Background: an optimization exercise with open tools, aiming at small area. Do not read the settings as production practice.
RTL that was checked went through simulation tests only; none was proved equivalent to the original.
No functional check of the RTL was part of run 1.
Power is estimated from default activity; no workload was simulated.

$ cat flow/design.v
module datapath (datapath_in, vsel, asel, bsel, loada, loadb, loadc, loads,
                 writenum, write, readnum, clk, ALUop, shift, datapath_out, status);
  input  [15:0] datapath_in;
  input  [0:0]  vsel, asel, bsel, loada, loadb, loadc, loads;
  input  [2:0]  writenum;
  input  [0:0]  write;
  input  [2:0]  readnum;
  input  [0:0]  clk;
  input  [1:0]  ALUop;
  input  [1:0]  shift;
  output [15:0] datapath_out;
  output [0:0]  status;
  reg [15:0] R0, R1, R2, R3, R4, R5, R6, R7, A, B, C;
  reg        S;
  assign datapath_out = C;
  assign status = S;
  wire [7:0]  we, rs;
  wire [15:0] data_in;
  wire [15:0] rf, bb, alu, p, g;
  wire [16:0] cy;
  wire        zero;
  wire        t0, t1, t2, t03, nbi, sub, andop;
  wire [2:0] wn, rn;
  genvar k;
  generate
    for (k = 0; k < 3; k = k + 1) begin : dinv
      dp_inv iw (.a(writenum[k]), .y(wn[k]));
      dp_inv ir (.a(readnum[k]), .y(rn[k]));
    end
    for (k = 0; k < 8; k = k + 1) begin : dec
      dp_and4 dw (.a(write[0]), .b(k & 4 ? writenum[2] : wn[2]), .c(k & 2 ? writenum[1] : wn[1]),
                  .d(k & 1 ? writenum[0] : wn[0]), .y(we[k]));
      dp_and3 dr (.a(k & 4 ? readnum[2] : rn[2]), .b(k & 2 ? readnum[1] : rn[1]),
                  .c(k & 1 ? readnum[0] : rn[0]), .y(rs[k]));
    end
  endgenerate
  dp_ctl  ctl  (.ALUop(ALUop), .bsel(bsel[0]), .shift(shift), .t0(t0), .t1(t1),
                .t2(t2), .t03(t03), .nbi(nbi), .sub(sub), .andop(andop));
  always @(posedge clk) begin
    if (we[0]) R0 <= data_in;
    if (we[1]) R1 <= data_in;
    if (we[2]) R2 <= data_in;
    if (we[3]) R3 <= data_in;
    if (we[4]) R4 <= data_in;
    if (we[5]) R5 <= data_in;
    if (we[6]) R6 <= data_in;
    if (we[7]) R7 <= data_in;
    if (loada) A <= rf;
    if (loadb) B <= rf;
    if (loadc) C <= alu;
    if (loads) S <= zero;
  end
  assign cy[0] = sub;
  genvar i;
  generate
    for (i = 0; i < 16; i = i + 1) begin : sl
      wire dn;
      dp_mux2i dm (.a0(C[i]), .a1(datapath_in[i]), .s(vsel[0]), .y(dn));
      dp_inv   di (.a(dn), .y(data_in[i]));
      wire y1, y2;
      dp_aoi222 ra (.a1(rs[0]), .a2(R0[i]), .b1(rs[1]), .b2(R1[i]), .c1(rs[2]), .c2(R2[i]), .y(y1));
      dp_aoi222 rb (.a1(rs[3]), .a2(R3[i]), .b1(rs[4]), .b2(R4[i]), .c1(rs[5]), .c2(R5[i]), .y(y2));
      dp_rdtail rc (.y1(y1), .y2(y2), .a1(rs[6]), .a2(R6[i]), .b1(rs[7]), .b2(R7[i]), .y(rf[i]));
      if (i == 0) begin : b0
        wire ns;
        dp_aoi22 sa (.a1(t0), .a2(B[0]), .b1(t2), .b2(B[1]), .y(ns));
        dp_immx  sb (.ns(ns), .nbi(nbi), .d(datapath_in[0]), .sub(sub), .bb(bb[0]));
      end else if (i < 5) begin : imm
        wire ns;
        dp_aoi222 sa (.a1(t0), .a2(B[i]), .b1(t1), .b2(B[i-1]), .c1(t2), .c2(B[i+1]), .y(ns));
        dp_immx   sb (.ns(ns), .nbi(nbi), .d(datapath_in[i]), .sub(sub), .bb(bb[i]));
      end else if (i < 15) begin : mid
        dp_opb ob (.t0(t0), .t1(t1), .t2(t2), .b(B[i]), .bl(B[i-1]), .br(B[i+1]),
                   .sub(sub), .bb(bb[i]));
      end else begin : hi
        dp_opb15 ob (.t03(t03), .t1(t1), .b(B[15]), .bl(B[14]), .sub(sub), .bb(bb[15]));
      end
      wire xn;
      dp_nand2 an (.a(asel[0]), .b(A[i]), .y(xn));
      dp_xor2  pp (.a(xn), .b(bb[i]), .y(p[i]));
      dp_nand3 gg (.a(asel[0]), .b(A[i]), .c(bb[i]), .y(g[i]));
      if (i % 2 == 1) begin : grp
        wire y1;
        if ((i / 2) % 2 == 0) begin : ev
          dp_res_c  r0 (.pn(p[i-1]), .c(cy[i-1]), .gn(g[i-1]), .andop(andop), .r(alu[i-1]));
          dp_hi_c   h1 (.pn0(p[i-1]), .gn0(g[i-1]), .c(cy[i-1]), .pn1(p[i]), .y(y1));
          if (i < 15) begin : nx
            wire pg, gg2;
            dp_gp_t  gp (.pn0(p[i-1]), .gn0(g[i-1]), .pn1(p[i]), .gn1(g[i]), .p(pg), .g(gg2));
            dp_cy_t  cc (.p(pg), .g(gg2), .c(cy[i-1]), .con(cy[i+1]));
          end
        end else begin : od
          dp_res_cn r0 (.pn(p[i-1]), .cn(cy[i-1]), .gn(g[i-1]), .andop(andop), .r(alu[i-1]));
          dp_hi_cn  h1 (.pn0(p[i-1]), .gn0(g[i-1]), .cn(cy[i-1]), .pn1(p[i]), .y(y1));
          if (i < 15) begin : nx
            wire pgn, ggn;
            dp_gp_n  gp (.pn0(p[i-1]), .gn0(g[i-1]), .pn1(p[i]), .gn1(g[i]), .pn(pgn), .gn(ggn));
            dp_cy_n  cc (.pn(pgn), .gn(ggn), .cn(cy[i-1]), .co(cy[i+1]));
          end
        end
        dp_mux2i m1 (.a0(y1), .a1(g[i]), .s(andop), .y(alu[i]));
      end
    end
  endgenerate
  wire zl, zh;
  dp_zlow  zr0 (.r(alu[11:0]), .y(zl));
  dp_or4   zr1 (.a(zl), .b(alu[12]), .c(alu[13]), .d(alu[14]), .y(zh));
  dp_nor2  zr2 (.a(zh), .b(alu[15]), .y(zero));
endmodule
module dp_ctl (input [1:0] ALUop, input bsel, input [1:0] shift,
               output t0, t1, t2, t03, nbi, sub, andop);
  wire pass = ALUop[1] & ALUop[0];
  wire e = bsel & ~pass;
  assign t0 = e & ~shift[1] & ~shift[0];
  assign t1 = e & ~shift[1] & shift[0];
  assign t2 = e & shift[1];
  assign t03 = e & ~(shift[1] ^ shift[0]);
  assign nbi = ~bsel & ~pass;
  assign sub = ~ALUop[1] & ALUop[0];
  assign andop = ALUop[1] & ~ALUop[0];
endmodule
module dp_aoi222 (input a1, a2, b1, b2, c1, c2, output y);
  assign y = ~((a1 & a2) | (b1 & b2) | (c1 & c2));
endmodule
module dp_aoi22 (input a1, a2, b1, b2, output y);
  assign y = ~((a1 & a2) | (b1 & b2));
endmodule
module dp_rdtail (input y1, y2, a1, a2, b1, b2, output y);
  assign y = ~(y1 & y2 & ~((a1 & a2) | (b1 & b2)));
endmodule
module dp_immx (input ns, nbi, d, sub, output bb);
  wire nbin = ns & ~(nbi & d);
  assign bb = ~(nbin ^ sub);
endmodule
module dp_opb (input t0, t1, t2, b, bl, br, sub, output bb);
  wire nbin = ~((t0 & b) | (t1 & bl) | (t2 & br));
  assign bb = ~(nbin ^ sub);
endmodule
module dp_opb15 (input t03, t1, b, bl, sub, output bb);
  wire nbin = ~((t03 & b) | (t1 & bl));
  assign bb = ~(nbin ^ sub);
endmodule
module dp_nand2 (input a, b, output y);
  assign y = ~(a & b);
endmodule
module dp_nand3 (input a, b, c, output y);
  assign y = ~(a & b & c);
endmodule
module dp_and3 (input a, b, c, output y);
  assign y = a & b & c;
endmodule
module dp_xor2 (input a, b, output y);
  assign y = a ^ b;
endmodule
module dp_xnor2 (input a, b, output y);
  assign y = ~(a ^ b);
endmodule
module dp_inv (input a, output y);
  assign y = ~a;
endmodule
module dp_and4 (input a, b, c, d, output y);
  assign y = a & b & c & d;
endmodule
module dp_mux2i (input a0, a1, s, output y);
  assign y = ~(s ? a1 : a0);
endmodule
module dp_zlow (input [11:0] r, output y);
  assign y = ~(~|r[3:0] & ~|r[7:4] & ~|r[11:8]);
endmodule
module dp_or4 (input a, b, c, d, output y);
  assign y = a | b | c | d;
endmodule
module dp_nor2 (input a, b, output y);
  assign y = ~(a | b);
endmodule
module dp_res_c (input pn, c, gn, andop, output r);
  assign r = andop ? ~gn : ~(pn ^ c);
endmodule
module dp_res_cn (input pn, cn, gn, andop, output r);
  assign r = andop ? ~gn : (pn ^ cn);
endmodule
module dp_hi_c (input pn0, gn0, c, pn1, output y);
  wire c1 = ~gn0 | (~pn0 & c);
  assign y = pn1 ^ c1;
endmodule
module dp_hi_cn (input pn0, gn0, cn, pn1, output y);
  wire c1 = ~gn0 | (~pn0 & ~cn);
  assign y = pn1 ^ c1;
endmodule
module dp_gp_t (input pn0, gn0, pn1, gn1, output p, g);
  assign p = ~(pn0 | pn1);
  assign g = ~((pn1 | gn0) & gn1);
endmodule
module dp_gp_n (input pn0, gn0, pn1, gn1, output pn, gn);
  assign pn = pn0 | pn1;
  assign gn = (pn1 | gn0) & gn1;
endmodule
module dp_cy_t (input p, g, c, output con);
  assign con = ~(g | (p & c));
endmodule
module dp_cy_n (input pn, gn, cn, output co);
  assign co = ~((pn | cn) & gn);
endmodule
$ cat flow/run.sh
#!/bin/bash
# synth_recipe.tcl (not shown) runs the flow's synth.tcl, then flattens the netlist and writes it again
# the make line also repeats each setting of config.mk as NAME=value (left out here)
make -C /OpenROAD-flow-scripts/flow DESIGN_CONFIG=/design/flow/config.mk WORK_HOME=/design/flow/orfs CLKGATE_MAP_FILE= SYNTH_SCRIPT=/design/flow/synth_recipe.tcl finish
$ cat flow/config.mk
export PLATFORM = sky130hd
export DESIGN_NAME = datapath
export DESIGN_NICKNAME = datapath
export VERILOG_FILES = /design/flow/design.v
export SDC_FILE = /design/flow/constraint.sdc
export NUM_CORES = 4
export LEC_CHECK = 0
export CAP_MARGIN = 20
export CORE_MARGIN = 2
export CORE_UTILIZATION = 60
export CTS_BUF_LIST = sky130_fd_sc_hd__clkbuf_8
export GPL_TIMING_DRIVEN = 0
export SLEW_MARGIN = 20
export SYNTH_HIERARCHICAL = 1
$ cat flow/constraint.sdc
create_clock -name core_clock -period 5.0 [get_ports {clk}]
set_input_delay 1.0000 -clock core_clock [delete_from_list [all_inputs] [get_ports {clk}]]
set_output_delay 1.0000 -clock core_clock [all_outputs]
set_load 0.01 [all_outputs]
==> run summary, run 1 <==
result of the run timing/DRC/antenna clean; sequential share of the synthesized area 0.713; wire length of the first global-routing pass 24,400 microns; hold path cells 2; Reg2Reg Capture Point S$_DFFE_PP_; Starting DRT DRC Count 618; Cell Area, Synth 0.00746 sq mm; top-area cell type share of the netlist area 0.713; worst flop-to-flop path startpoint B[1]$_DFFE_PP_; routed len/inst 22.1 microns; worst slew margin relative to its limit 0.271; post-synth top area cell edfxtp_1; GRT Residual Overflow 0; count of max-cap constraint violations 0; maximum clock frequency 0.204 GHz; Routed Wire Length 16,200 microns; clock-pin slew of the registers on the worst-case setup and hold paths 0.09 ns; final critical-path required period 4.90 ns; maximum cell stage delay along the critical path 0.54 ns; Ant. Diodes 0; Max Root-Sink Buffers 2; worst hold slack 0.588 ns; clock buffers created by TritonCTS 17; Hold EP A[15]$_DFFE_PP_; number of levels in the clock H-tree 4; crit path max fanout 4; clk_skew 0.0159 ns; flop-to-flop setup slack 0.99 ns; number of clock sinks 177; final-layout setup total negative slack 0 ns; Synth Area in XOR/XNOR 0.0575; Skew-Pair Late Insertion Delay 0.45 ns; cells on worst reg2reg path 17; largest cells by area after synthesis edfxtp_1 71%, a222oi_1 6.2%, mux2i_1 4.3%, xor2_1 3.4%, xnor2_1 2.3%; number of nets produced by synthesis 496; number of nets in the layout 588; hold crit path type reg2reg; Critical Path Sink Type flop; mux cell area share after synthesis 0.0429; ys flop type edfxtp_1; slowest CP cell or4_1; Power, Total 3270 uW; vertical die dimension 116 microns; largest net degree at the start of global routing 33; initial core utilization 0.618; number of failing setup endpoints in the final timing report 0; Post-route DRC 0; register area 0.00532 sq mm; total power per unit cell area 370 mW/mm^2; GR Util All Layers 0.255; area share of fa/ha/maj cells after synthesis 0; antenna violations before repair 0; share of the clock period used by the worst path after layout 0.980; mean instance size in the synthesized netlist 16.2 sq um; Cells after DPL 681; flip-flop and latch count after synthesis 177; Port-buffer cells 51; Via density 6.32; kind of launch point of the worst setup path primary input; series of cell instances along the critical path clkdlybuf4s50_1, a21bo_4, nor3_4, a222oi_1, a21boi_2, xnor2_2, xor2_1, nor2_1, a21oi_2, o21ai_4, a21oi_4, o21ai_4, a21oi_4, o21ai_2, xor2_1, mux2i_1, nor4_2, nand3_1, or4_1, nor2_1; hold violation total from the final report 0; post-synthesis compound-gate area fraction 0.113; die footprint 0.0133 sq mm; number of global-route vias before repair 4,415; Post-Layout Cell Count 733; most frequent standard cell in the layout excluding fill and tap cells edfxtp_1; arrival time worst endpoint 5.22 ns; TritonCTS clock tree built; number of instances in the synthesized netlist 461; I/O pin cnt 52; hold_sp R4[15]$_DFFE_PP_; remaining antenna violation count 0; Area Overhead vs Synth 18.6%; Core Rows 40; total half-perimeter wirelength after legalization and detailed placement 10,200 microns; Synth async-reset ratio 0; EDFF count, synth 177; required arrival time at the worst endpoint 5.32 ns; Max rail drop VDD 0.381 mV; Leakage 0.00307 uW; worst slew pin tran 1.09 ns; number of detailed-routing iterations run before antenna repair 7; number of fill cells 771; category of the critical setup timing path in2reg; number of vias after detailed routing 4,634; count of synthesis-stage warnings from yosys 7; buffer and inverter count on the worst path 1; simple logic cell fraction of the synthesized area 0.0600; root buffer cell clkbuf_8; combinational family with the most area after synthesis compound AO/OA/AOI/OAI gates; number of distinct library cells after synthesis 27; width of the die 116 microns; placeable core region 0.0121 sq mm; combined area of the multi-input logic cells 0.00213 sq mm; global placement routability congestion 0.814; count of final max-slew check failures 0; highest-count cells in the layout ignoring fill and taps 177 x edfxtp_1, 48 x clkdlybuf4s50_1, 46 x a222oi_1; Top Family by Delay on Critical Path compound AO/OA/AOI/OAI gates; layout cells sized above 1 0.145
per-module statistics from Yosys (local to each module, per instance), excerpt:
module | times used | flops+latches | cells
dp_res_c | 4 | 0 | 2
dp_aoi222 | 36 | 0 | 1
dp_nand2 | 16 | 0 | 1
dp_gp_t | 4 | 0 | 2
dp_and4 | 8 | 0 | 1
dp_gp_n | 3 | 0 | 2
dp_immx | 5 | 0 | 2
datapath | 1 | 177 | 177
dp_xor2 | 16 | 0 | 1
dp_rdtail | 16 | 0 | 2
dp_nor2 | 1 | 0 | 1
dp_nand3 | 16 | 0 | 1
dp_opb | 10 | 0 | 2
logic make-up (layout without fill, tap and decap cells):
kind of cell,count (synthesis),count (layout)
mux,32,32
flops,177,177
buf+inv,27,131
simple gates,83,83
xor+xnor,49,49
compound gates,93,93
cell type report:
type                            instances  area share
Multi-Input combinational cell        257       0.240
Clock inverter                         14      0.0197
Clock buffer                           17      0.0264
Inverter                               27      0.0115
Sequential cell                       177       0.601
Timing Repair Buffer                   73      0.0776
Tap cell                              168      0.0238
tightest hold or removal path: cells and delay by family, from the launching register on:
kind | cells | cell delay (ns)
DFF | 1 | 0.33
and+or+nand+nor | 1 | 0.09
AOI/OAI and AO/OA | 1 | 0.06
cells in the mapped netlist, types with 2 or more instances:
cell	count
a22oi_1	16
o21ai_2	8
mux2i_1	32
or2_1	3
xnor2_1	20
o21a_1	3
a21oi_2	4
nand3_1	33
and3_1	8
o21ai_1	7
a22oi_2	2
and4_1	8
nor4_1	3
nor2_1	7
xor2_1	29
a222oi_1	46
a21boi_2	5
nand2_1	16
edfxtp_1	177
inv_1	27
worst max path at each step:
stage / start / endpoint / slack (ns) / cells past startpoint
global placement: bsel[0] / S$_DFFE_PP_ / -1.25 / 20
finish: bsel[0] / S$_DFFE_PP_ / 0.1 / 20
floorplan: bsel[0] / S$_DFFE_PP_ / 0.03 / 19
detailed placement: ALUop[0] / S$_DFFE_PP_ / -1.27 / 20
global route: bsel[0] / S$_DFFE_PP_ / -0.007 / 20
CTS: ALUop[0] / S$_DFFE_PP_ / 0.02 / 20
state kept, by name (all words and copies together) (netlist names), 16 cells and up:
name  count
A        16
B        16
C        16
R0       16
R1       16
R2       16
R3       16
R4       16
R5       16
R6       16
R7       16
through the flow:
step                      setup WS (ns)  utilization  instance area, sq um
after detailed placement          -1.27        0.680                  8200
after global routing           -0.00687        0.734                  8850
final                            0.0983        0.734                  8850
after floorplan                  0.0323            -                  7460
after global placement            -1.25        0.679                  8190
after CTS                        0.0245        0.728                  8780
where the power goes:
group	internal [uW]	switching, uW	total, uW
logic	208	283	491
registers	1760	40.2	1800
clock network	459	528	987
routing by layer:
metal | track usage | up-vias | share of wire
met2 | 0.404 | 196 | 0.49
met3 | 0.0617 | 25 | 0.069
met5 | 0 | - | 0
li1 | - | 2089 | -
met4 | 0.0940 | 0 | 0.019
met1 | 0.348 | 2324 | 0.43
repair_timing:
| item | CTS | global route |
|---|---|---|
| pin swaps | 10 | 8 |
| hold buffers | 0 | 0 |
| resized for setup | 9 | 8 |
| endpoints found under the hold margin | 0 | 0 |
| setup endpoints to repair | 4 | 1 |
| buffers inserted | 17 | 4 |
==> run 2, diff against run 1 <==
--- a/flow/design.v
+++ b/flow/design.v
@@ -19,7 +19,7 @@
   wire [15:0] rf, bb, alu, p, g;
   wire [16:0] cy;
   wire        zero;
-  wire        t0, t1, t2, t03, nbi, sub, andop;
+  wire        t0, t1, t2, t3, nbi, sub, andop;
   wire [2:0] wn, rn;
   genvar k;
   generate
@@ -35,7 +35,7 @@
     end
   endgenerate
   dp_ctl  ctl  (.ALUop(ALUop), .bsel(bsel[0]), .shift(shift), .t0(t0), .t1(t1),
-                .t2(t2), .t03(t03), .nbi(nbi), .sub(sub), .andop(andop));
+                .t2(t2), .t3(t3), .nbi(nbi), .sub(sub), .andop(andop));
   always @(posedge clk) begin
     if (we[0]) R0 <= data_in;
     if (we[1]) R1 <= data_in;
@@ -62,18 +62,20 @@
       dp_aoi222 rb (.a1(rs[3]), .a2(R3[i]), .b1(rs[4]), .b2(R4[i]), .c1(rs[5]), .c2(R5[i]), .y(y2));
       dp_rdtail rc (.y1(y1), .y2(y2), .a1(rs[6]), .a2(R6[i]), .b1(rs[7]), .b2(R7[i]), .y(rf[i]));
       if (i == 0) begin : b0
-        wire ns;
-        dp_aoi22 sa (.a1(t0), .a2(B[0]), .b1(t2), .b2(B[1]), .y(ns));
-        dp_immx  sb (.ns(ns), .nbi(nbi), .d(datapath_in[0]), .sub(sub), .bb(bb[0]));
+        dp_opb ob (.t0(t0), .t1(nbi), .t2(t2), .b(B[0]), .bl(datapath_in[0]), .br(B[1]),
+                   .sub(sub), .bb(bb[0]));
       end else if (i < 5) begin : imm
         wire ns;
         dp_aoi222 sa (.a1(t0), .a2(B[i]), .b1(t1), .b2(B[i-1]), .c1(t2), .c2(B[i+1]), .y(ns));
-        dp_immx   sb (.ns(ns), .nbi(nbi), .d(datapath_in[i]), .sub(sub), .bb(bb[i]));
+        wire nd;
+        dp_nand2  sd (.a(nbi), .b(datapath_in[i]), .y(nd));
+        dp_immx   sb (.ns(ns), .nd(nd), .sub(sub), .bb(bb[i]));
       end else if (i < 15) begin : mid
         dp_opb ob (.t0(t0), .t1(t1), .t2(t2), .b(B[i]), .bl(B[i-1]), .br(B[i+1]),
                    .sub(sub), .bb(bb[i]));
       end else begin : hi
-        dp_opb15 ob (.t03(t03), .t1(t1), .b(B[15]), .bl(B[14]), .sub(sub), .bb(bb[15]));
+        dp_opb ob (.t0(t0), .t1(t1), .t2(t3), .b(B[15]), .bl(B[14]), .br(B[15]),
+                   .sub(sub), .bb(bb[15]));
       end
       wire xn;
       dp_nand2 an (.a(asel[0]), .b(A[i]), .y(xn));
@@ -102,19 +104,25 @@
       end
     end
   endgenerate
-  wire zl, zh;
-  dp_zlow  zr0 (.r(alu[11:0]), .y(zl));
-  dp_or4   zr1 (.a(zl), .b(alu[12]), .c(alu[13]), .d(alu[14]), .y(zh));
-  dp_nor2  zr2 (.a(zh), .b(alu[15]), .y(zero));
+  wire [7:0] zp;
+  wire [1:0] zq;
+  generate
+    for (k = 0; k < 8; k = k + 1) begin : zt
+      dp_nor2 z0 (.a(alu[2*k]), .b(alu[2*k+1]), .y(zp[k]));
+    end
+  endgenerate
+  dp_nand4 z1 (.a(zp[0]), .b(zp[1]), .c(zp[2]), .d(zp[3]), .y(zq[0]));
+  dp_nand4 z2 (.a(zp[4]), .b(zp[5]), .c(zp[6]), .d(zp[7]), .y(zq[1]));
+  dp_nor2  z3 (.a(zq[0]), .b(zq[1]), .y(zero));
 endmodule
 module dp_ctl (input [1:0] ALUop, input bsel, input [1:0] shift,
-               output t0, t1, t2, t03, nbi, sub, andop);
+               output t0, t1, t2, t3, nbi, sub, andop);
   wire pass = ALUop[1] & ALUop[0];
   wire e = bsel & ~pass;
   assign t0 = e & ~shift[1] & ~shift[0];
   assign t1 = e & ~shift[1] & shift[0];
   assign t2 = e & shift[1];
-  assign t03 = e & ~(shift[1] ^ shift[0]);
+  assign t3 = e & shift[1] & shift[0];
   assign nbi = ~bsel & ~pass;
   assign sub = ~ALUop[1] & ALUop[0];
   assign andop = ALUop[1] & ~ALUop[0];
@@ -122,24 +130,16 @@
 module dp_aoi222 (input a1, a2, b1, b2, c1, c2, output y);
   assign y = ~((a1 & a2) | (b1 & b2) | (c1 & c2));
 endmodule
-module dp_aoi22 (input a1, a2, b1, b2, output y);
-  assign y = ~((a1 & a2) | (b1 & b2));
-endmodule
 module dp_rdtail (input y1, y2, a1, a2, b1, b2, output y);
   assign y = ~(y1 & y2 & ~((a1 & a2) | (b1 & b2)));
 endmodule
-module dp_immx (input ns, nbi, d, sub, output bb);
-  wire nbin = ns & ~(nbi & d);
-  assign bb = ~(nbin ^ sub);
+module dp_immx (input ns, nd, sub, output bb);
+  assign bb = ~((ns & nd) ^ sub);
 endmodule
 module dp_opb (input t0, t1, t2, b, bl, br, sub, output bb);
   wire nbin = ~((t0 & b) | (t1 & bl) | (t2 & br));
   assign bb = ~(nbin ^ sub);
 endmodule
-module dp_opb15 (input t03, t1, b, bl, sub, output bb);
-  wire nbin = ~((t03 & b) | (t1 & bl));
-  assign bb = ~(nbin ^ sub);
-endmodule
 module dp_nand2 (input a, b, output y);
   assign y = ~(a & b);
 endmodule
@@ -163,12 +163,6 @@
 endmodule
 module dp_mux2i (input a0, a1, s, output y);
   assign y = ~(s ? a1 : a0);
-endmodule
-module dp_zlow (input [11:0] r, output y);
-  assign y = ~(~|r[3:0] & ~|r[7:4] & ~|r[11:8]);
-endmodule
-module dp_or4 (input a, b, c, d, output y);
-  assign y = a | b | c | d;
 endmodule
 module dp_nor2 (input a, b, output y);
   assign y = ~(a | b);
@@ -201,3 +195,6 @@
 module dp_cy_n (input pn, gn, cn, output co);
   assign co = ~((pn | cn) & gn);
 endmodule
+module dp_nand4 (input a, b, c, d, output y);
+  assign y = ~(a & b & c & d);
+endmodule
--- a/flow/config.mk
+++ b/flow/config.mk
@@ -5,10 +5,12 @@
 export SDC_FILE = /design/flow/constraint.sdc
 export NUM_CORES = 4
 export LEC_CHECK = 0
-export CAP_MARGIN = 20
+export CAP_MARGIN = 0
 export CORE_MARGIN = 2
 export CORE_UTILIZATION = 60
 export CTS_BUF_LIST = sky130_fd_sc_hd__clkbuf_8
 export GPL_TIMING_DRIVEN = 0
-export SLEW_MARGIN = 20
+export PLACE_DENSITY = 0.7
+export SLEW_MARGIN = 0
 export SYNTH_HIERARCHICAL = 1
+export TNS_END_PERCENT = 0
==> run 2 against run 1 <==
Hold slack got worse by 0.010 ns. Critical path type unchanged. Worst setup slack gained 0.18 ns. Still clean. First-iteration DRC count up 2.9%. Clock power decreased by 8.8%. Sequential share of layout area grew 1.8 points. Register-to-register slack improved by 0.39 ns. Highest routed layer unchanged. Combinational power shrank 7.1%.
==> run summary, run 2 <==
clock-pin slew of the registers on the worst-case setup and hold paths 0.09 ns; Via density 6.21; most common cell in the synthesized netlist edfxtp_1; Leakage 0.00296 uW; WL met1 6890 microns; clock buffers created by TritonCTS 17; antenna violations before repair 0; Max Used Layer met4; share of the clock period used by the worst path after layout 0.944; most frequent cells after synthesis 177 x edfxtp_1, 48 x a222oi_1, 32 x mux2i_1, 32 x nand3_1, 32 x xor2_1; number of hold buffers added after cts 0; mean instance size in the synthesized netlist 15.9 sq um; Routed Wire Length 15,800 microns; Skew-Pair Late Insertion Delay 0.44 ns; relative contribution of the clock network to total power 0.285; result of the run timing/DRC/antenna clean; Top Family by Delay on Critical Path compound AO/OA/AOI/OAI gates; number of global-route vias before repair 4,242; post-synth top area cell edfxtp_1; die footprint 0.0133 sq mm; root buffer cell clkbuf_8; wire length of the first global-routing pass 23,700 microns; final critical-path required period 4.72 ns; number of levels in the clock H-tree 4; most frequent standard cell in the layout excluding fill and tap cells edfxtp_1; Power, Total 3150 uW; number of detailed-routing iterations run before antenna repair 6; GR Util All Layers 0.250; TritonCTS clock tree built; maximum clock frequency 0.212 GHz; largest cells by area after synthesis edfxtp_1 72%, a222oi_1 6.5%, mux2i_1 4.3%, xor2_1 3.8%, nand3_1 2.2%; maximum cell stage delay along the critical path 0.53 ns; EDFF count, synth 177; Area Overhead vs Synth 15.6%; final-layout setup total negative slack 0 ns; largest net degree at the start of global routing 33; top-area cell type share of the netlist area 0.715; Max Root-Sink Buffers 2; Critical Path Sink Type flop; width of the die 115 microns; Synth async-reset ratio 0; GRT Residual Overflow 0; number of nets produced by synthesis 502; Ant. Diodes 0; worst slew pin tran 1.12 ns; I/O pin cnt 52; sequential share of the synthesized area 0.715; category of the critical setup timing path in2reg; ys flop type edfxtp_1; placeable core region 0.0121 sq mm; total half-perimeter wirelength after legalization and detailed placement 10,100 microns; hold crit path type reg2reg; global placement routability congestion 0.804; crit path max fanout 15; Starting DRT DRC Count 636; net switching power of the design 810 uW; met2 wire length 7420 microns; number of vias after detailed routing 4,493; number of distinct library cells after synthesis 23; sequential fraction of design power 0.570; count of max-cap constraint violations 0; vertical die dimension 115 microns; layout cells sized above 1 0.106; flip-flop and latch count after synthesis 177; routed len/inst 21.8 microns; Port-buffer cells 51; required arrival time at the worst endpoint 5.20 ns; Max rail drop VDD 0.275 mV; highest-count cells in the layout ignoring fill and taps 177 x edfxtp_1, 51 x clkdlybuf4s50_1, 48 x a222oi_1; Cell Int Power 2340 uW; worst slew margin relative to its limit 0.250; kind of launch point of the worst setup path primary input; number of instances in the synthesized netlist 467; count of synthesis-stage warnings from yosys 7; count of final max-slew check failures 0; hold violation total from the final report 0; number of failing setup endpoints in the final timing report 0; Cell Area, Synth 0.00743 sq mm; combinational share of power 0.145; arrival time worst endpoint 4.93 ns; number of clock sinks 177; total met3 wirelength after detailed routing 1140 microns; series of cell instances along the critical path clkdlybuf4s50_1, nand2_2, and3_2, a222oi_1, nand2_1, xor2_2, xor2_1, o21ai_1, a21oi_2, o21ai_2, a21oi_2, o21ai_2, a21oi_2, o21ai_2, a21oi_2, o21ai_2, xor2_1, mux2i_1, nor2_1, nand4_1, nor2_1; buffer and inverter count on the worst path 1; remaining antenna violation count 0; initial core utilization 0.616; Sw Ratio 0.257; Post-route DRC 0; number of nets in the layout 578; clk_skew 0.00987 ns; total power per unit cell area 367 mW/mm^2; slowest CP cell clkdlybuf4s50_1; Core Rows 40
[run 2: changes by cell type in the layout (fill, tap and decap cells not counted), sizes merged, moves of 3 or more]
cell           previous run  this run
a21boi                    5         0
buf                      22         6
clkdlybuf4s50            48        51
clkinv                    4         7
dlymetal6s2s              3         0
nand2                    16        25
nor2                      7        13
nor4                      3         0
xnor2                    20        16
xor2                     29        32
[run 2: per-module statistics from Yosys, one instance, submodules excluded, a selection]
module	flip-flops and latches	cells
dp_mux2i	0	1
dp_cy_t	0	1
dp_res_c	0	2
dp_nand3	0	1
dp_nand2	0	1
dp_nand4	0	1
dp_aoi222	0	1
dp_gp_t	0	2
dp_gp_n	0	2
datapath	177	177
dp_res_cn	0	2
[run 2: metal layers]
metal  vias up  GRT usage
met5         -          0
met4         0     0.0779
met3        23     0.0522
met2       196      0.381
met1      2197      0.369
li1       2077          -
[run 2: path summary, 6_finish.rpt]
path | from | to | slack, ns | cells past startpoint
max | ALUop[1] | S$_DFFE_PP_ | 0.28 | 21
min reg2reg | R4[9]$_DFFE_PP_ | B[9]$_DFFE_PP_ | 0.58 | 2
max reg2reg | B[1]$_DFFE_PP_ | S$_DFFE_PP_ | 1.38 | 18
min | R4[9]$_DFFE_PP_ | B[9]$_DFFE_PP_ | 0.58 | 2
[run 2: logic make-up (layout without fill, tap and decap cells)]
family,Yosys count,count (layout),synth area share
compound gates,87,87,0.103
xor+xnor,48,48,0.0566
buf+inv,26,115,0.0131
flops,177,177,0.715
mux,32,32,0.0431
simple gates,97,97,0.0688
[run 2: area by class of cell]
class	count	area (sq um)
clock buffers	17	234
clock inverters	15	134
fillers	806	3470
inverters	26	97.6
multi-input cells	264	2050
flip-flops and latches	177	5320
well taps	168	210
repair buffers	57	556
[run 2: what timing repair did]
item	4_1_cts	5_1_grt
setup buffers	2	4
gates resized for setup	2	6
hold endpoints to repair	0	0
endpoints found under the setup margin	1	2
cloned	0	0
pin swaps	2	5
[run 2: worst reg2reg max path, delay by kind of cell (launching register included)]
kind                      cells  cell delay, ns
DFF                           1            0.42
and+or+nand+nor               4            0.42
xor gates and xnor gates      3            0.58
AOI/OAI and AO/OA            10            1.80
muxes                         1            0.16
[run 2: power by group through the flow]
| stage | clock (uW) | sequential [uW] | combinational [uW] |
|---|---|---|---|
| final | 900 | 1800 | 456 |
| after global routing | 979 | 1800 | 502 |
| after CTS | 915 | 1790 | 443 |
| after detailed placement | 0 | 1830 | 438 |
| after global placement | 0 | 1820 | 421 |
| after floorplan | 0 | 1820 | 253 |
[run 2: stage by stage]
stage	cell area (sq um)	setup slack, ns	hold slack (ns)	utilization	std cells
floorplan	7430	0.625	0.535	-	467
global placement	8150	-0.487	0.548	0.676	686
detailed placement	8150	-0.611	0.561	0.676	686
CTS	8540	0.00105	0.581	0.708	720
global route	8590	-0.0388	0.608	0.712	724
finish	8590	0.279	0.578	0.712	724
==> run 3, diff against run 2 <==
--- a/flow/config.mk
+++ b/flow/config.mk
@@ -7,10 +7,9 @@
 export LEC_CHECK = 0
 export CAP_MARGIN = 0
 export CORE_MARGIN = 2
-export CORE_UTILIZATION = 60
+export CORE_UTILIZATION = 55
 export CTS_BUF_LIST = sky130_fd_sc_hd__clkbuf_8
 export GPL_TIMING_DRIVEN = 0
-export PLACE_DENSITY = 0.7
 export SLEW_MARGIN = 0
 export SYNTH_HIERARCHICAL = 1
 export TNS_END_PERCENT = 0
==> run 3 against run 2 <==
Via count up 0.20%. Utilization fell by 6.3 points. Synthesized cell count unchanged. Wire length up 2.2%. Critical path depth is the same. Non-clock buffer count fell by 3. Clock skew grew 0.0036 ns. Critical endpoint unchanged. Highest routed layer unchanged. Clock power rose by 7.6%.
==> run summary, run 3 <==
number of vias after detailed routing 4,502; flop-to-flop setup slack 1.31 ns; crit path max fanout 16; clk_skew 0.0134 ns; post-placement worst setup slack -0.648 ns; placed instance area 0.00816 sq mm; number of nets produced by synthesis 502; Synth async-reset ratio 0; series of cell instances along the critical path clkdlybuf4s50_1, nand2_2, and4bb_2, a222oi_1, nand2_1, xor2_1, xor2_1, o21ai_1, a21oi_2, o21ai_2, a21oi_4, o21ai_2, a21oi_2, o21ai_2, a21oi_2, o21ai_2, xor2_1, mux2i_1, nor2_1, nand4_1, nor2_1; flip-flop and latch count after synthesis 177; Core Rows 42; clock buffers created by TritonCTS 17; Power, Total 3210 uW; sequential share of the synthesized area 0.715; required arrival time at the worst endpoint 5.20 ns; count of synthesis-stage warnings from yosys 7; total half-perimeter wirelength after legalization and detailed placement 10,200 microns; number of nets in the layout 575; Leakage 0.00296 uW; initial core utilization 0.561; vertical die dimension 120 microns; maximum cell stage delay along the critical path 0.53 ns; Area Overhead vs Synth 15.8%; Routed Wire Length 16,100 microns; die footprint 0.0145 sq mm; Skew-Pair Late Insertion Delay 0.45 ns; most frequent standard cell in the layout excluding fill and tap cells edfxtp_1; worst flop-to-flop path startpoint B[1]$_DFFE_PP_; number of hold buffers added after cts 0; buffer and inverter count on the worst path 1; I/O pin cnt 52; GRT Residual Overflow 0; Critical Path Sink Type flop; arrival time worst endpoint 4.96 ns; number of fill cells 957; clock-pin slew of the registers on the worst-case setup and hold paths 0.10 ns; slowest CP cell clkdlybuf4s50_1; number of instances in the synthesized netlist 467; antenna violations before repair 0; share of the clock period used by the worst path after layout 0.952; number of levels in the clock H-tree 4; Top Family by Delay on Critical Path compound AO/OA/AOI/OAI gates; Ant. Diodes 0; most common cell in the synthesized netlist edfxtp_1; hold crit path type reg2reg; hold violation total from the final report 0; wire length of the first global-routing pass 24,600 microns; Port-buffer cells 51; worst slew margin relative to its limit 0.258; top-area cell type share of the netlist area 0.715; Starting DRT DRC Count 635; layout cells sized above 1 0.0944; ys flop type edfxtp_1; result of the run timing/DRC/antenna clean; number of clock sinks 177; placeable core region 0.0132 sq mm; number of global-route vias before repair 4,424; number of detailed-routing iterations run before antenna repair 6; depth of the critical timing path with buffers and inverters included 21; total power per unit cell area 373 mW/mm^2; Cells after DPL 694; largest net degree at the start of global routing 33; maximum clock frequency 0.210 GHz; Post-route DRC 0; Max Root-Sink Buffers 2; number of distinct library cells after synthesis 23; final instance area 0.00860 sq mm; mean instance size in the synthesized netlist 15.9 sq um; Post-Layout Cell Count 727; category of the critical setup timing path in2reg; Worst Setup SP ALUop[1]; highest-count cells in the layout ignoring fill and taps 177 x edfxtp_1, 51 x clkdlybuf4s50_1, 48 x a222oi_1; setup repair after global routing missed its margin false; count of final max-slew check failures 0; final critical-path required period 4.76 ns; kind of launch point of the worst setup path primary input; Max rail drop VDD 0.226 mV; remaining antenna violation count 0; largest cells by area after synthesis edfxtp_1 72%, a222oi_1 6.5%, mux2i_1 4.3%, xor2_1 3.8%, nand3_1 2.2%; EDFF count, synth 177; TritonCTS clock tree built; worst hold slack 0.583 ns; number of failing setup endpoints in the final timing report 0; Setup crit end S$_DFFE_PP_; cells on worst reg2reg path 18; GR Util All Layers 0.235; global placement routability congestion 0.815; most frequent cell on the critical path o21ai_2; routed len/inst 22.1 microns; post-synth top area cell edfxtp_1; Via density 6.19; width of the die 120 microns; Reg2Reg Capture Point S$_DFFE_PP_; root buffer cell clkbuf_8; worst slew pin tran 1.11 ns; count of max-cap constraint violations 0; Cell Area, Synth 0.00743 sq mm; minimum setup slack in the final design 0.240 ns; most frequent cells after synthesis 177 x edfxtp_1, 48 x a222oi_1, 32 x mux2i_1, 32 x nand3_1, 32 x xor2_1
-- run 3: cell counts after synthesis --
Identical to the previous run, type by type.
-- run 3: logic make-up (layout without fill, tap and decap cells) --
kind of cell    after synthesis  in the layout  synth area share
flops                       177            177             0.715
simple gates                 97             97            0.0688
compound gates               87             87             0.103
xor+xnor                     48             48            0.0566
mux                          32             32            0.0431
buf+inv                      26            110            0.0131
-- run 3: final cells by class --
| cell class | instances | area (sq um) | share of cell area |
|---|---|---|---|
| clock inverters | 13 | 163 | 0.0189 |
| multi-input cells | 264 | 2040 | 0.237 |
| repair buffers | 54 | 533 | 0.0619 |
| clock buffers | 17 | 234 | 0.0272 |
| flip-flops and latches | 177 | 5320 | 0.618 |
| well taps | 176 | 220 | 0.0256 |
| inverters | 26 | 97.6 | 0.0113 |
-- run 3: per-layer routing --
| layer | vias up | track usage | routed length [microns] |
|---|---|---|---|
| li1 | 2066 | - | - |
| met3 | 9 | 0.0519 | 1040 |
| met1 | 2245 | 0.335 | 7240 |
| met2 | 182 | 0.373 | 7690 |
| met4 | 0 | 0.0603 | 129 |
| met5 | - | 0 | 0 |
-- run 3: per-module statistics from Yosys (local to each module, per instance), a selection --
module / cell area [sq um] / cells / copies in the design / flops+latches
dp_res_cn: 18.8 / 2 / 4 / 0
dp_xor2: 8.76 / 1 / 16 / 0
dp_and4: 8.76 / 1 / 8 / 0
dp_nand3: 5.00 / 1 / 16 / 0
dp_aoi222: 10.0 / 1 / 36 / 0
dp_and3: 6.26 / 1 / 8 / 0
dp_hi_cn: 17.5 / 2 / 4 / 0
datapath: 5320 / 177 / 1 / 177
-- run 3: stage by stage --
| stage | setup TNS [ns] | utilization |
|---|---|---|
| floorplan | 0 | - |
| global placement | -0.958 | 0.616 |
| detailed placement | -1.45 | 0.616 |
| CTS | 0 | 0.647 |
| global route | 0 | 0.650 |
| finish | 0 | 0.650 |
-- run 3: worst min-delay path by stage --
stage / startpoint / slack [ns] / depth (start not counted) / end
global placement: R4[2]$_DFFE_PP_ / 0.56 / 2 / A[2]$_DFFE_PP_
detailed placement: R4[8]$_DFFE_PP_ / 0.57 / 2 / B[8]$_DFFE_PP_
global route: R4[2]$_DFFE_PP_ / 0.62 / 2 / A[2]$_DFFE_PP_
CTS: R4[2]$_DFFE_PP_ / 0.59 / 2 / A[2]$_DFFE_PP_
floorplan: R4[0]$_DFFE_PP_ / 0.53 / 2 / A[0]$_DFFE_PP_
finish: R4[2]$_DFFE_PP_ / 0.58 / 2 / A[2]$_DFFE_PP_
-- run 3: what timing repair did --
action,in CTS,in global routing
setup endpoints to repair,1,1
hold endpoints to repair,0,0
pin swaps,3,4
buffers inserted,1,2
gates resized for setup,3,4
-- run 3: tightest hold or removal path: cells and delay by family (launching register included) --
kind	cells	cell delay, ns
compound gates	1	0.06
simple gates	1	0.09
flops	1	0.33
-- run 3: power breakdown --
part / internal, uW / switching [uW] / total [uW]
combinational: 180 / 267 / 447
clock: 452 / 516 / 968
sequential: 1760 / 40.2 / 1800
total: 2390 / 823 / 3210
==> run 4, diff against run 3 <==
--- a/flow/config.mk
+++ b/flow/config.mk
@@ -7,7 +7,7 @@
 export LEC_CHECK = 0
 export CAP_MARGIN = 0
 export CORE_MARGIN = 2
-export CORE_UTILIZATION = 55
+export CORE_UTILIZATION = 65
 export CTS_BUF_LIST = sky130_fd_sc_hd__clkbuf_8
 export GPL_TIMING_DRIVEN = 0
 export SLEW_MARGIN = 0
==> run 4 against run 3 <==
Still clean. Wire length down 3.9%. Clock power down 3.9%. Sequential share of layout area up 0.36 points. Clock skew up 0.0015 ns. Synthesized area unchanged. Utilization up 11 points. Final cell count down 4.1%. Register-to-register slack better by 0.07 ns. Via count up 0.82%. Hold slack worse by 0.0040 ns. Critical path depth down 1. Largest cell class unchanged. Highest routed layer unchanged.
==> run summary, run 4 <==
width of the die 111 microns; cells on worst reg2reg path 18; buffer and inverter count on the worst path 1; number of fill cells 685; minimum setup slack in the final design 0.270 ns; maximum clock frequency 0.211 GHz; sequential share of the synthesized area 0.715; GRT Residual Overflow 0; total power per unit cell area 371 mW/mm^2; slowest CP cell clkdlybuf4s50_1; most common cell in the synthesized netlist edfxtp_1; largest net degree at the start of global routing 33; mean instance size in the synthesized netlist 15.9 sq um; share of the clock period used by the worst path after layout 0.946; flop-to-flop setup slack 1.38 ns; worst flop-to-flop path startpoint B[1]$_DFFE_PP_; count of synthesis-stage warnings from yosys 7; vertical die dimension 111 microns; most frequent standard cell in the layout excluding fill and tap cells edfxtp_1; placed instance area 0.00812 sq mm; highest-count cells in the layout ignoring fill and taps 177 x edfxtp_1, 51 x clkdlybuf4s50_1, 48 x a222oi_1; post-placement worst setup slack -0.593 ns; initial core utilization 0.659; result of the run timing/DRC/antenna clean; largest cells by area after synthesis edfxtp_1 72%, a222oi_1 6.5%, mux2i_1 4.3%, xor2_1 3.8%, nand3_1 2.2%; Starting DRT DRC Count 547; kind of launch point of the worst setup path primary input; met2 wire length 7540 microns; arrival time worst endpoint 5.03 ns; ys flop type edfxtp_1; Cells after DPL 661; setup repair after global routing missed its margin false; Post-Layout Cell Count 697; root buffer cell clkbuf_8; hold crit path type reg2reg; Leakage 0.00295 uW; Critical Path Sink Type flop; number of distinct library cells after synthesis 23; Ant. Diodes 0; final-layout setup total negative slack 0 ns; count of final max-slew check failures 0; number of detailed-routing iterations run before antenna repair 6; clk_skew 0.0149 ns; Routed Wire Length 15,500 microns; Synth async-reset ratio 0; Setup crit end S$_DFFE_PP_; top-area cell type share of the netlist area 0.715; layout cells sized above 1 0.101; WL met1 6410 microns; Cell Area, Synth 0.00743 sq mm; count of max-cap constraint violations 0; wire length of the first global-routing pass 23,800 microns; Area Overhead vs Synth 15.1%; final critical-path required period 4.73 ns; clock-pin slew of the registers on the worst-case setup and hold paths 0.09 ns; flip-flop and latch count after synthesis 177; Final Core Density 0.759; antenna violations before repair 0; category of the critical setup timing path in2reg; Via density 6.51; EDFF count, synth 177; Reg2Reg Capture Point S$_DFFE_PP_; total met3 wirelength after detailed routing 1280 microns; Top Family by Delay on Critical Path compound AO/OA/AOI/OAI gates; depth of the critical timing path with buffers and inverters included 20; Max Root-Sink Buffers 2; Core Rows 39; hold violation total from the final report 0; final instance area 0.00855 sq mm; worst slew pin tran 1.06 ns; number of levels in the clock H-tree 4; required arrival time at the worst endpoint 5.30 ns; total half-perimeter wirelength after legalization and detailed placement 10,000 microns; remaining antenna violation count 0; Max Used Layer met4; Worst Setup SP ALUop[0]; worst slew margin relative to its limit 0.291; Port-buffer cells 51; global placement routability congestion 0.783; Skew-Pair Late Insertion Delay 0.45 ns; clock buffers created by TritonCTS 17; most frequent cells after synthesis 177 x edfxtp_1, 48 x a222oi_1, 32 x mux2i_1, 32 x nand3_1, 32 x xor2_1; series of cell instances along the critical path clkdlybuf4s50_1, nand2_2, and4bb_2, a222oi_1, xnor2_1, nand3_1, o21ai_1, a21oi_2, o21ai_2, a21oi_2, o21ai_2, a21oi_2, o21ai_2, a21oi_2, o21ai_2, xor2_1, mux2i_1, nor2_1, nand4_1, nor2_1; maximum cell stage delay along the critical path 0.53 ns; number of failing setup endpoints in the final timing report 0; die footprint 0.0123 sq mm; I/O pin cnt 52; placeable core region 0.0113 sq mm; TritonCTS clock tree built; post-synth top area cell edfxtp_1; routed len/inst 22.2 microns; Post-route DRC 0; Max rail drop VDD 0.300 mV; crit path max fanout 16; number of nets in the layout 577; number of global-route vias before repair 4,469; number of clock sinks 177; GR Util All Layers 0.260; number of instances in the synthesized netlist 467; number of vias after detailed routing 4,539; number of nets produced by synthesis 502
run 4: cell types whose count changed in the layout (fill, tap and decap cells not counted), moves of 2 or more:
cell / before / now
inv_6: 1 / 4
clkinvlp_4: 0 / 3
clkinv_4: 3 / 0
buf_4: 3 / 5
run 4: worst register-to-register path, cell delays in order, from the launching register on:
cell and delay, ns:
edfxtp_1 0.43, a222oi_1 0.34, nand2_1 0.11, xor2_1 0.21, xor2_1 0.25, o21ai_1 0.12, a21oi_2 0.19, o21ai_2 0.12
a21oi_2 0.24, o21ai_2 0.13, a21oi_2 0.19, o21ai_2 0.12, a21oi_2 0.22, o21ai_2 0.09, xor2_1 0.14, mux2i_1 0.17
nor2_1 0.08, nand4_1 0.16, nor2_1 0.07
run 4: power by group:
group | total, uW | internal (uW) | switching (uW)
Clock | 930 | 408 | 522
Sequential | 1790 | 1760 | 38.3
Combinational | 450 | 183 | 267
Total | 3170 | 2350 | 828
run 4: cells by family after synthesis:
logic type | after synthesis | share of synthesized area
buffers and inverters | 26 | 0.0131
muxes | 32 | 0.0431
AOI/OAI and AO/OA | 87 | 0.103
and+or+nand+nor | 97 | 0.0688
DFF | 177 | 0.715
xor gates and xnor gates | 48 | 0.0566
run 4: repair_timing:
action,4_1_cts,5_1_grt
resized for setup,2,4
endpoints found under the setup margin,1,1
pin swaps,0,4
hold buffers,0,0
buffers inserted,0,5
run 4: worst min-delay path by stage:
stage                          startpoint  cells after the start  slack (ns)              to
after detailed placement  R4[6]$_DFFE_PP_                      2        0.56  A[6]$_DFFE_PP_
after global placement    R4[4]$_DFFE_PP_                      2        0.55  B[4]$_DFFE_PP_
after CTS                 R4[6]$_DFFE_PP_                      2        0.58  A[6]$_DFFE_PP_
final                     R4[6]$_DFFE_PP_                      2        0.58  A[6]$_DFFE_PP_
after global routing      R4[6]$_DFFE_PP_                      2        0.60  B[6]$_DFFE_PP_
after floorplan           R4[0]$_DFFE_PP_                      2        0.53  A[0]$_DFFE_PP_
run 4: final cells by class:
| cell class | count | area, sq um | area share |
|---|---|---|---|
| Clock buffer | 17 | 234 | 0.0274 |
| Sequential cell | 177 | 5320 | 0.621 |
| Timing Repair Buffer | 56 | 548 | 0.0641 |
| Multi-Input combinational cell | 264 | 2030 | 0.238 |
| Clock inverter | 14 | 146 | 0.0171 |
| Tap cell | 143 | 179 | 0.0209 |
| Inverter | 26 | 97.6 | 0.0114 |
run 4: metrics by stage:
step,hold WS [ns],total power (uW)
after floorplan,0.535,2080
after global placement,0.552,2240
after detailed placement,0.560,2260
after CTS,0.579,3170
after global routing,0.600,3300
final,0.579,3170
run 4: routing by layer:
metal / vias to the layer above / GRT usage
li1: 2073 / -
met1: 2245 / 0.363
met2: 200 / 0.411
met3: 21 / 0.0678
met4: 0 / 0.0767
met5: - / 0
run 4: Yosys stat by module, one instance, submodules excluded, a selection:
module | flip-flops and latches | copies in the design
dp_hi_c | 0 | 4
dp_gp_n | 0 | 3
dp_aoi222 | 0 | 36
dp_xor2 | 0 | 16
dp_nand3 | 0 | 16
dp_rdtail | 0 | 16
dp_nand2 | 0 | 20
dp_gp_t | 0 | 4
dp_immx | 0 | 4
dp_and3 | 0 | 8
dp_cy_n | 0 | 3
dp_inv | 0 | 22
dp_res_c | 0 | 4
==> run 5, diff against run 4 <==
--- a/flow/config.mk
+++ b/flow/config.mk
@@ -7,9 +7,9 @@
 export LEC_CHECK = 0
 export CAP_MARGIN = 0
 export CORE_MARGIN = 2
-export CORE_UTILIZATION = 65
+export CORE_UTILIZATION = 60
 export CTS_BUF_LIST = sky130_fd_sc_hd__clkbuf_8
-export GPL_TIMING_DRIVEN = 0
+export GPL_TIMING_DRIVEN = 1
 export SLEW_MARGIN = 0
 export SYNTH_HIERARCHICAL = 1
 export TNS_END_PERCENT = 0
==> run 5 against run 4 <==
First-iteration DRC count shrank 9.5%. Wire length grew 0.39%. Clock power shrank 6.2%. Fmax grew 4.9%. Critical path depth grew 1. Register-to-register slack gained 0.30 ns. Utilization shrank 4.3 points. Non-clock buffer count grew 13. Synthesized cell count is the same. Hold slack gained 0.0094 ns. Design area grew 0.98%. Synthesized area is the same. Critical path type unchanged. Critical endpoint unchanged. Largest cell class unchanged.
==> run summary, run 5 <==
total half-perimeter wirelength after legalization and detailed placement 10,100 microns; Ant. Diodes 0; count of synthesis-stage warnings from yosys 7; largest net degree at the start of global routing 27; post-synth top area cell edfxtp_1; result of the run timing/DRC/antenna clean; ys flop type edfxtp_1; Cell Area, Synth 0.00743 sq mm; number of instances in the synthesized netlist 467; count of final max-slew check failures 0; sequential share of the synthesized area 0.715; most common cell in the synthesized netlist edfxtp_1; total power per unit cell area 362 mW/mm^2; required arrival time at the worst endpoint 5.31 ns; category of the critical setup timing path in2reg; die footprint 0.0133 sq mm; post-cts resize count 0; number of detailed-routing iterations run before antenna repair 8; number of clock sinks 177; I/O pin cnt 52; worst hold slack 0.588 ns; clock-pin slew of the registers on the worst-case setup and hold paths 0.09 ns; maximum cell stage delay along the critical path 0.53 ns; initial core utilization 0.616; routed len/inst 21.1 microns; number of setup buffers added after CTS 0; Max Root-Sink Buffers 2; hold crit path type reg2reg; net switching power of the design 783 uW; series of cell instances along the critical path clkdlybuf4s50_1, nand2_2, and4bb_1, a222oi_1, nand2_1, xor2_1, xor2_1, nor2_1, a21oi_2, o21ai_1, a21oi_2, o21ai_1, a21oi_2, o21ai_1, a21oi_2, o21ai_2, xor2_1, mux2i_1, nor2_1, nand4_1, nor2_1; count of max-cap constraint violations 0; Sw Ratio 0.250; width of the die 115 microns; Power, Total 3130 uW; arrival time worst endpoint 4.82 ns; final-layout setup total negative slack 0 ns; buffer and inverter count on the worst path 1; remaining antenna violation count 0; mean instance size in the synthesized netlist 15.9 sq um; Core Rows 40; number of nets produced by synthesis 502; Post-route DRC 0; Skew-Pair Late Insertion Delay 0.44 ns; Port-buffer cells 51; GRT Residual Overflow 0; placeable core region 0.0121 sq mm; combinational share of power 0.148; Max rail drop VDD 0.327 mV; highest-count cells in the layout ignoring fill and taps 177 x edfxtp_1, 51 x clkdlybuf4s50_1, 48 x a222oi_1; Area Overhead vs Synth 16.2%; layout cells sized above 1 0.104; number of nets in the layout 590; number of fill cells 800; largest cells by area after synthesis edfxtp_1 72%, a222oi_1 6.5%, mux2i_1 4.3%, xor2_1 3.8%, nand3_1 2.2%; root buffer cell clkbuf_8; number of global-route vias before repair 4,357; number of hold buffers added after cts 0; number of failing setup endpoints in the final timing report 0; relative contribution of the clock network to total power 0.279; flip-flop and latch count after synthesis 177; Top Family by Delay on Critical Path compound AO/OA/AOI/OAI gates; final critical-path required period 4.51 ns; Worst Setup SP ALUop[0]; cells on worst reg2reg path 18; clk_skew 0.0107 ns; Critical Path Sink Type flop; most frequent standard cell in the layout excluding fill and tap cells edfxtp_1; vertical die dimension 115 microns; global placement routability congestion 0.838; number of levels in the clock H-tree 4; setup repair after global routing missed its margin false; maximum clock frequency 0.222 GHz; Cell Int Power 2340 uW; Routed Wire Length 15,500 microns; clock buffers created by TritonCTS 17; top-area cell type share of the netlist area 0.715; most frequent cells after synthesis 177 x edfxtp_1, 48 x a222oi_1, 32 x mux2i_1, 32 x nand3_1, 32 x xor2_1; wire length of the first global-routing pass 23,800 microns; depth of the critical timing path with buffers and inverters included 21; TritonCTS clock tree built; crit path max fanout 16; hold_sp R4[2]$_DFFE_PP_; worst slew pin tran 1.02 ns; antenna violations before repair 0; worst flop-to-flop path startpoint B[1]$_DFFE_PP_; share of the clock period used by the worst path after layout 0.902; Synth async-reset ratio 0; Starting DRT DRC Count 495; Leakage 0.00302 uW; sequential fraction of design power 0.573; hold path cells 2; most frequent cell on the critical path a21oi_2; kind of launch point of the worst setup path primary input; slowest CP cell clkdlybuf4s50_1; number of vias after detailed routing 4,551; number of distinct library cells after synthesis 23; GR Util All Layers 0.249; worst slew margin relative to its limit 0.316; EDFF count, synth 177; Via density 6.19; hold violation total from the final report 0
==> run 5: worst paths after layout <==
path                                        to  slack (ns)
worst max-delay path               S$_DFFE_PP_        0.49
worst min-delay path            B[2]$_DFFE_PP_        0.59
worst max register to register     S$_DFFE_PP_        1.68
worst min register to register  B[2]$_DFFE_PP_        0.59
==> run 5: per-stage QoR <==
stage	instances	setup slack (ns)	area [sq um]	util
6_report	735	0.490	8640	0.716
5_1_grt	735	0.0453	8640	0.716
4_1_cts	735	0.499	8640	0.716
3_5_place_dp	704	0.0317	8290	0.687
3_3_place_gp	704	0.112	8290	0.687
2_1_floorplan	467	0.625	7430	-
==> run 5: kinds of logic after synthesis <==
logic type	Yosys count	share of synthesized area
flip-flops	177	0.715
AND/OR/NAND/NOR	97	0.0688
AO/OA/AOI/OAI	87	0.103
XOR/XNOR	48	0.0566
multiplexers	32	0.0431
buffers and inverters	26	0.0131
==> run 5: worst reg2reg max path, cell delays in order (launching register included) <==
cell	delay, ns
edfxtp_1	0.43
a222oi_1	0.35
nand2_1	0.11
xor2_1	0.17
xor2_1	0.20
nor2_1	0.15
a21oi_2	0.08
o21ai_1	0.22
a21oi_2	0.09
o21ai_1	0.22
a21oi_2	0.09
o21ai_1	0.25
a21oi_2	0.12
o21ai_2	0.15
xor2_1	0.14
mux2i_1	0.10
nor2_1	0.13
nand4_1	0.10
nor2_1	0.10
==> run 5: area by class of cell <==
class / count / area (sq um) / area share
clock buffers: 17 / 234 / 0.0271
well taps: 168 / 210 / 0.0243
multi-input cells: 264 / 2020 / 0.234
clock inverters: 14 / 115 / 0.0133
flip-flops and latches: 177 / 5320 / 0.615
repair buffers: 69 / 646 / 0.0747
inverters: 26 / 97.6 / 0.0113
==> run 5: power groups by stage <==
| stage | logic (uW) | registers [uW] | clock network [uW] |
|---|---|---|---|
| 2_1_floorplan | 253 | 1820 | 0 |
| 3_3_place_gp | 450 | 1820 | 0 |
| 3_5_place_dp | 463 | 1830 | 0 |
| 4_1_cts | 464 | 1790 | 894 |
| 5_1_grt | 510 | 1800 | 950 |
| 6_report | 462 | 1790 | 872 |
==> run 5: per-module statistics from Yosys (local to each module, per instance), a selection <==
module / flops+latches / cells inside / area, sq um
dp_res_c: 0 / 2 / 18.8
dp_res_cn: 0 / 2 / 18.8
dp_gp_n: 0 / 2 / 13.8
dp_xor2: 0 / 1 / 8.76
dp_and4: 0 / 1 / 8.76
dp_nand4: 0 / 1 / 6.26
dp_nand3: 0 / 1 / 5.00
dp_nor2: 0 / 1 / 3.75
dp_inv: 0 / 1 / 3.75
==> run 5: routing by layer <==
metal / track usage / up-vias / wire length, microns
met4: 0.0643 / 0 / 142
met2: 0.399 / 203 / 7430
li1: - / 2101 / -
met1: 0.350 / 2231 / 6700
met5: 0 / - / 0
met3: 0.0585 / 16 / 1250
==> run 6, diff against run 5 <==
--- a/flow/config.mk
+++ b/flow/config.mk
@@ -6,10 +6,11 @@
 export NUM_CORES = 4
 export LEC_CHECK = 0
 export CAP_MARGIN = 0
+export CORE_ASPECT_RATIO = 0.6
 export CORE_MARGIN = 2
 export CORE_UTILIZATION = 60
 export CTS_BUF_LIST = sky130_fd_sc_hd__clkbuf_8
-export GPL_TIMING_DRIVEN = 1
+export GPL_TIMING_DRIVEN = 0
 export SLEW_MARGIN = 0
 export SYNTH_HIERARCHICAL = 1
 export TNS_END_PERCENT = 0
==> run 6 against run 5 <==
Still clean on timing, DRC and antenna. Wire length rose by 7.3%. Sequential share of layout area rose by 0.69 points. Global-route usage rose by 1.3 points. Final cell count fell by 2.2%. Combinational power barely moved. Largest power group unchanged.
==> run summary, run 6 <==
Core Rows 31; Hold EP A[6]$_DFFE_PP_; total met3 wirelength after detailed routing 1500 microns; die footprint 0.0133 sq mm; number of global-route vias before repair 4,518; post-synth top area cell edfxtp_1; sequential share of the synthesized area 0.715; maximum cell stage delay along the critical path 0.54 ns; Max Used Layer met4; Max rail drop VDD 0.218 mV; Power, Total 3090 uW; clk_skew 0.0163 ns; antenna violations before repair 0; Cell Int Power 2280 uW; net switching power of the design 811 uW; total half-perimeter wirelength after legalization and detailed placement 10,800 microns; sequential fraction of design power 0.580; largest net degree at the start of global routing 33; met2 wire length 7930 microns; routed len/inst 23.2 microns; worst flop-to-flop path startpoint B[3]$_DFFE_PP_; count of final max-slew check failures 0; register area 0.00532 sq mm; number of distinct library cells after synthesis 23; clock-pin slew of the registers on the worst-case setup and hold paths 0.09 ns; hold_sp R4[6]$_DFFE_PP_; largest cells by area after synthesis edfxtp_1 72%, a222oi_1 6.5%, mux2i_1 4.3%, xor2_1 3.8%, nand3_1 2.2%; mux cell area share after synthesis 0.0431; GRT Residual Overflow 0; GR Util All Layers 0.262; total power per unit cell area 362 mW/mm^2; TritonCTS clock tree built; I/O pin cnt 52; maximum clock frequency 0.207 GHz; most frequent cells after synthesis 177 x edfxtp_1, 48 x a222oi_1, 32 x mux2i_1, 32 x nand3_1, 32 x xor2_1; combinational share of power 0.149; WL met1 7080 microns; Routed Wire Length 16,700 microns; Critical Path Sink Type flop; number of instances in the synthesized netlist 467; Cells after DPL 683; Post-route DRC 0; cells on worst reg2reg path 17; combined area of the multi-input logic cells 0.00205 sq mm; worst slew margin relative to its limit 0.199; Reg2Reg Capture Point S$_DFFE_PP_; highest-count cells in the layout ignoring fill and taps 177 x edfxtp_1, 51 x clkdlybuf4s50_1, 48 x a222oi_1; vertical die dimension 90.2 microns; width of the die 148 microns; Sw Ratio 0.263; Synth async-reset ratio 0; count of synthesis-stage warnings from yosys 7; mean instance size in the synthesized netlist 15.9 sq um; most common cell in the synthesized netlist edfxtp_1; arrival time worst endpoint 5.02 ns; result of the run timing/DRC/antenna clean; ys flop type edfxtp_1; hold crit path type reg2reg; Synth Area in XOR/XNOR 0.0566; number of levels in the clock H-tree 4; count of max-cap constraint violations 0; number of vias after detailed routing 4,564; worst slew pin tran 1.20 ns; flip-flop and latch count after synthesis 177; Skew-Pair Late Insertion Delay 0.44 ns; Starting DRT DRC Count 611; combinational family with the most area after synthesis compound AO/OA/AOI/OAI gates; category of the critical setup timing path in2reg; final-layout setup total negative slack 0 ns; number of fill cells 791; Area Overhead vs Synth 14.9%; top-area cell type share of the netlist area 0.715; layout cells sized above 1 0.0975; EDFF count, synth 177; root buffer cell clkbuf_8; share of the clock period used by the worst path after layout 0.964; final critical-path required period 4.82 ns; flop-to-flop setup slack 1.27 ns; number of clock sinks 177; placeable core region 0.0121 sq mm; initial core utilization 0.616; number of nets in the layout 576; Via density 6.35; Leakage 0.00294 uW; Ant. Diodes 0; minimum setup slack in the final design 0.180 ns; simple logic cell fraction of the synthesized area 0.0688; clock buffers created by TritonCTS 17; number of nets produced by synthesis 502; hold path cells 2; hold violation total from the final report 0; Cell Area, Synth 0.00743 sq mm; post-synthesis compound-gate area fraction 0.103; Port-buffer cells 51; global placement routability congestion 0.832; Post-Layout Cell Count 719; series of cell instances along the critical path clkdlybuf4s50_1, nand2_2, and3_2, a222oi_1, xnor2_1, xor2_1, nor2_1, a21oi_2, o21ai_2, a21oi_2, o21ai_2, a21oi_2, o21ai_2, a21oi_2, o21ai_2, xor2_1, mux2i_1, nor2_1, nand4_1, nor2_1; number of detailed-routing iterations run before antenna repair 6; wire length of the first global-routing pass 25,600 microns; crit path max fanout 15; area share of fa/ha/maj cells after synthesis 0; kind of launch point of the worst setup path primary input; required arrival time at the worst endpoint 5.20 ns; relative contribution of the clock network to total power 0.271; slowest CP cell clkdlybuf4s50_1; post-placement worst setup slack -0.700 ns; remaining antenna violation count 0; most frequent standard cell in the layout excluding fill and tap cells edfxtp_1; number of failing setup endpoints in the final timing report 0; Max Root-Sink Buffers 2
==> run 6: per-stage QoR <==
stage,utilization,hold WS [ns],area (sq um)
2_1_floorplan,-,0.535,7430
3_3_place_gp,0.676,0.564,8150
3_5_place_dp,0.676,0.564,8150
4_1_cts,0.705,0.583,8500
5_1_grt,0.708,0.630,8540
6_report,0.708,0.580,8540
==> run 6: how the worst max path moves through the flow <==
stage / start / endpoint / slack, ns / depth (start not counted)
floorplan: ALUop[1] / S$_DFFE_PP_ / 0.63 / 20
global placement: ALUop[1] / S$_DFFE_PP_ / -0.52 / 21
detailed placement: ALUop[0] / S$_DFFE_PP_ / -0.70 / 21
CTS: ALUop[0] / S$_DFFE_PP_ / 0.04 / 21
global route: ALUop[0] / S$_DFFE_PP_ / -0.01 / 20
finish: ALUop[1] / S$_DFFE_PP_ / 0.18 / 20
==> run 6: layout make-up <==
class | count | area share
Timing Repair Buffer | 55 | 0.0633
Inverter | 26 | 0.0114
Clock buffer | 17 | 0.0274
Multi-Input combinational cell | 264 | 0.240
Clock inverter | 15 | 0.0111
Tap cell | 165 | 0.0242
Sequential cell | 177 | 0.622
==> run 6: what timing repair did <==
action,4_1_cts,5_1_grt
pin swaps,4,3
resized for setup,3,6
hold buffers,0,0
gates cloned,0,0
setup endpoints to repair,1,1
buffers inserted,2,2
==> run 6: layer usage <==
metal,vias up,GRT usage
li1,2065,-
met1,2273,0.387
met5,-,0
met3,11,0.0609
met2,215,0.399
met4,0,0.0641
==> run 6: critical path, delay by kind of cell <==
kind                      cells  cell delay, ns
buffers and inverters         1            0.54
xor gates and xnor gates      3            0.69
AOI/OAI and AO/OA             9            1.80
and+or+nand+nor               6            0.77
muxes                         1            0.20
==> run 6: power by group through the flow <==
stage / combinational [uW] / sequential (uW) / clock (uW)
after global routing: 500 / 1800 / 911
after floorplan: 253 / 1820 / 0
after global placement: 428 / 1820 / 0
final: 460 / 1790 / 837
after CTS: 450 / 1790 / 847
after detailed placement: 443 / 1820 / 0
==> run 6: per-module statistics from Yosys, one instance, submodules excluded, a selection <==
module     times used  area (sq um)  flops+latches  cells inside
dp_ctl              1          66.3              0             8
dp_inv             22          3.75              0             1
dp_cy_t             4          8.76              0             1
dp_mux2i           24          10.0              0             1
dp_gp_t             4          8.76              0             2
dp_aoi222          36          10.0              0             1
dp_nor2             9          3.75              0             1
dp_opb             12          18.8              0             2
dp_nand3           16          5.00              0             1
dp_res_cn           4          18.8              0             2
dp_and4             8          8.76              0             1
==> run 6: cells by family after synthesis <==
| group | Yosys count |
|---|---|
| AO/OA/AOI/OAI | 87 |
| XOR/XNOR | 48 |
| buffers and inverters | 26 |
| flip-flops | 177 |
| multiplexers | 32 |
| AND/OR/NAND/NOR | 97 |
